Background: an optimization exercise with open tools, aiming at small area. Do not read the settings as production practice.
Function was checked by simulation only, so behaviour that the tests miss may differ from the original.

// guitar_cpu
module guitar_cpu (clock, reset, strum, buttons, intersections,
	imem_addr, imem_data, dmem_addr, dmem_wdata, dmem_we, dmem_rdata, score);
	input clock, reset, strum;
	input [3:0] buttons, intersections;
	output [11:0] imem_addr;
	input [31:0] imem_data;
	output [11:0] dmem_addr;
	output [31:0] dmem_wdata;
	output dmem_we;
	input [31:0] dmem_rdata;
	output reg [31:0] score;
	reg [31:0] pc;
	reg [31:0] fd_ir;
	reg [31:0] dx_ir, dx_a, dx_b;
	reg        adv;    
	reg [31:0] xm_o, xm_b;
	reg [4:0]  xm_rd;
	reg        xm_w, xm_lw, xm_jal, xm_nb, xm_sw;
	reg [31:0] mw_o;
	reg [4:0]  mw_rd;
	reg        mw_w, mw_lw, mw_jal;
	reg        wm_sel;   
	reg        new_s, old_s, g0, g1, g2, inc;
	wire [4:0] fo = fd_ir[31:27];
	wire f_rtype = fo == 5'b00000;
	wire f_addi  = fo == 5'b00101;
	wire f_lw    = fo == 5'b01000;
	wire f_sw    = fo == 5'b00111;
	wire f_bne   = fo == 5'b00010;
	wire f_blt   = fo == 5'b00110;
	wire f_jr    = fo == 5'b00100;
	wire f_bex   = fo == 5'b10110;
	wire [4:0] reg_a = (f_rtype | f_addi | f_sw | f_lw) ? fd_ir[21:17] :
	                   (f_bne | f_blt | f_jr) ? fd_ir[26:22] :
	                   f_bex ? 5'd30 : 5'd0;
	wire [4:0] reg_b = (f_rtype | f_addi) ? fd_ir[16:12] :
	                   (f_bne | f_blt) ? fd_ir[21:17] :
	                   (f_sw | f_lw) ? fd_ir[26:22] : 5'd0;
	wire [4:0] f_rt  = f_rtype ? fd_ir[16:12] :
	                   (f_addi | f_lw | f_sw) ? fd_ir[26:22] :
	                   (f_bne | f_blt) ? fd_ir[21:17] : 5'd0;
	wire [4:0] xo = dx_ir[31:27];
	wire x_rtype = xo == 5'b00000;
	wire x_addi  = xo == 5'b00101;
	wire x_lw    = xo == 5'b01000;
	wire x_sw    = xo == 5'b00111;
	wire x_bne   = xo == 5'b00010;
	wire x_blt   = xo == 5'b00110;
	wire x_jal   = xo == 5'b00011;
	wire x_j     = xo == 5'b00001;
	wire x_jr    = xo == 5'b00100;
	wire x_setx  = xo == 5'b10101;
	wire x_bex   = xo == 5'b10110;
	wire [4:0] x_rs = (x_rtype | x_addi | x_sw | x_lw) ? dx_ir[21:17] :
	                  (x_bne | x_blt | x_jr) ? dx_ir[26:22] :
	                  x_bex ? 5'd30 : 5'd0;
	wire [4:0] x_rt = x_rtype ? dx_ir[16:12] :
	                  (x_addi | x_lw | x_sw) ? dx_ir[26:22] :
	                  (x_bne | x_blt) ? dx_ir[21:17] : 5'd0;
	wire stall = x_lw & ((fd_ir[21:17] == dx_ir[26:22]) |
	                     ((fd_ir[16:12] == dx_ir[26:22]) & ~f_sw));
	wire gsel1 = g2 | g1;
  ...
For scale: about 4400 cells after synthesis, roughly 1400 flip-flops, ~160 I/O pins, roughly 60000 um2 of cells after synthesis.
clock: 12.0 ns
lec_check: 0
cap_margin: 20
core_margin: 2
core_utilization: 75
slew_margin: 20
synth_hierarchical: 1
standard.sh (not shown) runs the stock make flow with config.mk's settings and CLKGATE_MAP_FILE= SYNTH_SCRIPT=/design/flow/synth_recipe.tcl, a recipe that flattens the netlist after the stock synthesis.
==> flow/flow/run.sh <==
#!/bin/bash
# The standard layout (the standard.sh: standard synthesis, floorplan,
# power grid, placement, CTS, routing), with two arguments changed:
#  - CTS: clkbuf_4 buffers on clusters of at most 8 sinks (40 um), and no
#    dummy loads; this keeps flip-flop clock-pin slews near 115 ps;
#  - port buffers use the smallest buffer cell (every port still gets one).
set -euo pipefail
export CTS_ARGS="-sink_clustering_enable -repair_clock_nets -dont_use_dummy_load -buf_list {sky130_fd_sc_hd__clkbuf_4} -sink_clustering_size 8 -sink_clustering_max_diameter 40"
export BUFFER_PORTS_ARGS="-buffer_cell sky130_fd_sc_hd__buf_1"
bash standard.sh > standard_flow.log 2>&1
The baseline completed without violations.
==> next run, changes <==
--- a/flow/config.mk
+++ b/flow/config.mk
@@ -8,5 +8,5 @@
 export CAP_MARGIN = 20
 export CORE_MARGIN = 2
-export CORE_UTILIZATION = 75
+export CORE_UTILIZATION = 65
 export SLEW_MARGIN = 20
 export SYNTH_HIERARCHICAL = 1
Synthesized cell count is unchanged.
Non-clock buffer count climbs by 13.
Global-route usage drops by 7.7 points.

========
## main
The RTL this note starts from:
==> flow/design.v <==
module guitar_cpu (clock, reset, strum, buttons, intersections,
	imem_addr, imem_data, dmem_addr, dmem_wdata, dmem_we, dmem_rdata, score);
	input clock, reset, strum;
	input [3:0] buttons, intersections;
	output [11:0] imem_addr;
	input [31:0] imem_data;
	output [11:0] dmem_addr;
	output [31:0] dmem_wdata;
	output dmem_we;
	input [31:0] dmem_rdata;
	output reg [31:0] score;
	reg [31:0] pc;
	reg [31:0] fd_ir;
	reg [31:0] dx_ir, dx_a, dx_b;
	reg        adv;    
	reg [31:0] xm_o, xm_b;
	reg [4:0]  xm_rd;
	reg        xm_w, xm_lw, xm_jal, xm_nb, xm_sw;
	reg [31:0] mw_o;
	reg [4:0]  mw_rd;
	reg        mw_w, mw_lw, mw_jal;
	reg        wm_sel;   
	reg        new_s, old_s, g0, g1, g2, inc;
	wire [4:0] fo = fd_ir[31:27];
	wire f_rtype = fo == 5'b00000;
	wire f_addi  = fo == 5'b00101;
	wire f_lw    = fo == 5'b01000;
	wire f_sw    = fo == 5'b00111;
	wire f_bne   = fo == 5'b00010;
	wire f_blt   = fo == 5'b00110;
	wire f_jr    = fo == 5'b00100;
	wire f_bex   = fo == 5'b10110;
	wire [4:0] reg_a = (f_rtype | f_addi | f_sw | f_lw) ? fd_ir[21:17] :
	                   (f_bne | f_blt | f_jr) ? fd_ir[26:22] :
	                   f_bex ? 5'd30 : 5'd0;
	wire [4:0] reg_b = (f_rtype | f_addi) ? fd_ir[16:12] :
	                   (f_bne | f_blt) ? fd_ir[21:17] :
	                   (f_sw | f_lw) ? fd_ir[26:22] : 5'd0;
	wire [4:0] f_rt  = f_rtype ? fd_ir[16:12] :
	                   (f_addi | f_lw | f_sw) ? fd_ir[26:22] :
	                   (f_bne | f_blt) ? fd_ir[21:17] : 5'd0;
	wire [4:0] xo = dx_ir[31:27];
	wire x_rtype = xo == 5'b00000;
	wire x_addi  = xo == 5'b00101;
	wire x_lw    = xo == 5'b01000;
	wire x_sw    = xo == 5'b00111;
	wire x_bne   = xo == 5'b00010;
	wire x_blt   = xo == 5'b00110;
	wire x_jal   = xo == 5'b00011;
	wire x_j     = xo == 5'b00001;
	wire x_jr    = xo == 5'b00100;
	wire x_setx  = xo == 5'b10101;
	wire x_bex   = xo == 5'b10110;
	wire [4:0] x_rs = (x_rtype | x_addi | x_sw | x_lw) ? dx_ir[21:17] :
	                  (x_bne | x_blt | x_jr) ? dx_ir[26:22] :
	                  x_bex ? 5'd30 : 5'd0;
	wire [4:0] x_rt = x_rtype ? dx_ir[16:12] :
	                  (x_addi | x_lw | x_sw) ? dx_ir[26:22] :
	                  (x_bne | x_blt) ? dx_ir[21:17] : 5'd0;
	wire stall = x_lw & ((fd_ir[21:17] == dx_ir[26:22]) |
	                     ((fd_ir[16:12] == dx_ir[26:22]) & ~f_sw));
	wire gsel1 = g2 | g1;
	wire gsel0 = (~g2 & g0) | g2;
	wire inject = gsel1 | gsel0;
	wire mx_a = (xm_rd == x_rs) & ~xm_nb & (xm_rd != 5'd0);
	wire mx_b = (xm_rd == x_rt) & ~xm_nb & (xm_rd != 5'd0);
	wire [31:0] byp_a = mx_a ? xm_o : dx_a;
	wire [31:0] byp_b = mx_b ? xm_o : dx_b;
	wire [31:0] imm_s = {{15{dx_ir[16]}}, dx_ir[16:0]};
	wire [31:0] imm_t = {5'b0, dx_ir[26:0]};
	wire [31:0] alu_a = x_setx ? 32'b0 : byp_a;
	wire [31:0] alu_b = (x_addi | x_sw | x_lw) ? imm_s :
	                    x_setx ? imm_t :
	                    x_bex ? 32'b0 : byp_b;
	wire [2:0] aop = x_rtype ? dx_ir[4:2] : {2'b0, x_bne | x_blt | x_bex};
	wire [4:0] shamt = dx_ir[11:7];
	wire sub = aop[0] & ~aop[1];
	wire [31:0] cb = sub ? ~alu_b : alu_b;
	wire [31:0] sum = alu_a + cb + {31'b0, aop[0]};
	wire ovf = (~alu_a[31] & ~cb[31] & sum[31]) | (alu_a[31] & cb[31] & ~sum[31]);
	wire lt = (alu_a[31] & ~cb[31] & sum[31]) | (alu_a[31] & cb[31]) |
	          (~alu_a[31] & cb[31] & sum[31]);
	wire ne = |sum;
	function [31:0] rev(input [31:0] x);
		integer j;
		begin
			for (j = 0; j < 32; j = j + 1) rev[j] = x[31-j];
		end
	endfunction
	wire sh_left = ~aop[0];
	wire [31:0] sh_in = sh_left ? rev(byp_a) : byp_a;
	wire sh_fill = ~sh_left & byp_a[31];
	wire [63:0] sh_ext = {{32{sh_fill}}, sh_in};
	wire [63:0] sh_out = sh_ext >> shamt;
	wire [31:0] shr = sh_out[31:0];
	wire [31:0] shl = rev(shr);
	reg [31:0] res;
	always @* begin
		case (aop)
			3'd0, 3'd1: res = sum;
			3'd2: res = byp_a & byp_b;
			3'd3: res = byp_a | byp_b;
			3'd4: res = shl;
			3'd5: res = shr;
			default: res = 32'b0;
		endcase
	end
	wire branch = (x_blt & lt) | (x_bne & ne) | x_jal | x_j | x_jr | (x_bex & ne);
	wire [17:0] imm_m1 = {dx_ir[16], dx_ir[16:0]} - 18'd1;
	wire [31:0] pcx_b = x_jal ? 32'hffffffff : {{14{imm_m1[17]}}, imm_m1};
	wire [31:0] pcx = pc + pcx_b + {31'b0, ~adv};
	wire [31:0] target = x_jr ? byp_a :
	                     (x_j | x_jal | x_bex) ? imm_t : pcx;
	wire to_r30 = ovf | x_setx;
	assign imem_addr = pc[11:0];
	wire [31:0] pc_next = branch ? target : pc + 32'd1;
	wire [31:0] fetched = branch ? 32'b0 : imem_data;
	wire [31:0] fd_in = ~inject ? fetched :
	                    ~gsel1 ? (inc ? 32'h28800002 : 32'h28800000) :
	                    ~gsel0 ? 32'h28400001 : 32'b0;
	wire flush = stall | branch;
	wire [31:0] wb_data = mw_lw ? dmem_rdata : mw_o;
	wire rf_we = mw_w | mw_jal;
	wire [4:0] rf_wa = mw_w ? mw_rd : 5'd31;
	reg [31:0] rf [1:31];
	reg [31:1] valid;
	reg [31:0] rb_hold;
	reg ph_p, ph_n;
	wire ph = ph_p ^ ph_n;
	always @(posedge clock)
		if (rf_we && rf_wa != 5'd0) rf[rf_wa] <= wb_data;
	always @(posedge clock or posedge reset)
		if (reset) valid <= 31'b0;
		else if (rf_we && rf_wa != 5'd0) valid[rf_wa] <= 1'b1;
	always @(posedge clock or posedge reset)
		if (reset) ph_p <= 1'b1;
		else ph_p <= ~ph_p;
	wire [4:0] rp_addr = ph ? reg_a : reg_b;
	wire [31:0] rp_sel = {valid, 1'b0} & (32'd1 << rp_addr);
	reg [31:0] rp;
	integer k;
	always @* begin
		rp = 32'b0;
		for (k = 1; k < 32; k = k + 1)
			rp = rp | ({32{rp_sel[k]}} & rf[k]);
	end
	wire wt_b = rf_we & (rf_wa == reg_b) & (rf_wa != 5'd0);
	always @(posedge clock)
		rb_hold <= wt_b ? wb_data : rp;
	wire [31:0] rd_a = rp;
	wire [31:0] rd_b = rb_hold;
	wire [31:0] xm_wb = xm_lw ? dmem_rdata : xm_jal ? xm_b : xm_o;
	wire wx_a = (xm_rd == reg_a) & ~xm_nb & (xm_rd != 5'd0) & ~flush;
	wire wx_b = (xm_rd == f_rt) & ~xm_nb & (xm_rd != 5'd0) & ~flush;
	assign dmem_addr = xm_o[11:0];
	assign dmem_we = xm_sw;
	assign dmem_wdata = wm_sel ? dmem_rdata : xm_b;
	always @(negedge clock or posedge reset) begin
		if (reset) begin
			pc <= 32'b0; fd_ir <= 32'b0;
			dx_ir <= 32'b0; adv <= 1'b0; dx_a <= 32'b0; dx_b <= 32'b0;
			xm_o <= 32'b0; xm_b <= 32'b0; xm_rd <= 5'b0;
			xm_w <= 1'b0; xm_lw <= 1'b0; xm_jal <= 1'b0; xm_nb <= 1'b0; xm_sw <= 1'b0;
			wm_sel <= 1'b0;
			ph_n <= 1'b0; new_s <= 1'b0; old_s <= 1'b0; g0 <= 1'b0; g1 <= 1'b0; g2 <= 1'b0; inc <= 1'b0;
		end else begin
			if (~stall & ~inject) pc <= pc_next;
			if (~stall) fd_ir <= fd_in;
			dx_ir <= flush ? 32'b0 : fd_ir;
			adv <= ~inject;
			dx_a <= wx_a ? xm_wb : rd_a;
			dx_b <= wx_b ? xm_wb : rd_b;
			xm_o <= ovf ? 32'd1 : res;
			xm_b <= x_jal ? pcx : byp_b;    
			xm_rd <= to_r30 ? 5'd30 : dx_ir[26:22];
			xm_w <= to_r30 | x_rtype | x_addi | x_lw;
			xm_lw <= ~to_r30 & x_lw;
			xm_jal <= ~to_r30 & x_jal;
			xm_nb <= ~to_r30 & (x_sw | x_bne | x_blt);
			xm_sw <= ~to_r30 & x_sw;
			wm_sel <= xm_lw & (xm_rd == dx_ir[26:22]) & x_sw & ~to_r30;
			new_s <= strum; old_s <= new_s;
			ph_n <= ph_p;
			inc <= buttons == intersections;
			g0 <= (~g2 & ~g1 & ~g0 & new_s & ~old_s) | (~g2 & g1 & ~g0) | (g2 & ~g1 & ~g0);
			g1 <= (~g2 & ~g1 & g0) | (~g2 & g1 & ~g0);
			g2 <= (g2 & ~g1 & ~g0) | (~g2 & g1 & g0);
		end
	end
	always @(posedge clock) begin
		mw_o <= xm_jal ? xm_b : xm_o; mw_rd <= xm_rd;
		mw_w <= xm_w; mw_lw <= xm_lw; mw_jal <= xm_jal;
	end
	always @(posedge clock or posedge reset)
		if (reset) score <= 32'b0;
		else if (mw_rd == 5'd28 && wb_data != 32'd1) score <= wb_data;
endmodule
clock: 12.0 ns
lec_check: 0
cap_margin: 20
core_margin: 2
core_utilization: 55
slew_margin: 20
==> flow/flow/run.sh <==
#!/bin/bash
# The standard layout (the standard.sh: standard synthesis, floorplan,
# power grid, placement, CTS, routing), with two arguments changed:
#  - CTS: clkbuf_8 buffers on clusters of at most 12 sinks (50 um), and no
#    dummy loads; this keeps flip-flop clock-pin slews near 100 ps;
#  - port buffers use the smallest buffer cell (every port still gets one).
set -euo pipefail
export CTS_ARGS="-sink_clustering_enable -repair_clock_nets -dont_use_dummy_load -buf_list {sky130_fd_sc_hd__clkbuf_8} -sink_clustering_size 12 -sink_clustering_max_diameter 50"
export BUFFER_PORTS_ARGS="-buffer_cell sky130_fd_sc_hd__buf_1"
bash standard.sh > standard_flow.log 2>&1
main closes out successfully: all stages finished, all timing, DRC and antenna checks passed.
#### Input delta (the feature branch over main)
Settings: swapping 55 for 65 in CORE_UTILIZATION.
==> flow/flow/run.sh <==
#!/bin/bash
# The standard layout (the standard.sh: standard synthesis, floorplan,
# power grid, placement, CTS, routing), with two arguments changed:
#  - CTS: clkbuf_4 buffers on clusters of at most 8 sinks (40 um), and no
#    dummy loads; this keeps flip-flop clock-pin slews near 115 ps;
#  - port buffers use the smallest buffer cell (every port still gets one).
set -euo pipefail
export CTS_ARGS="-sink_clustering_enable -repair_clock_nets -dont_use_dummy_load -buf_list {sky130_fd_sc_hd__clkbuf_4} -sink_clustering_size 8 -sink_clustering_max_diameter 40"
export BUFFER_PORTS_ARGS="-buffer_cell sky130_fd_sc_hd__buf_1"
bash standard.sh > standard_flow.log 2>&1
### Flow results
Initial detailed-routing violation count (higher): the feature branch
main → the feature branch: number of antenna violations at the first check in global routing saw an increase; first-pass GRT wire length saw a decrease.
main vs the feature branch, worst setup path startpoint: wm_sel vs dx_ir[28]
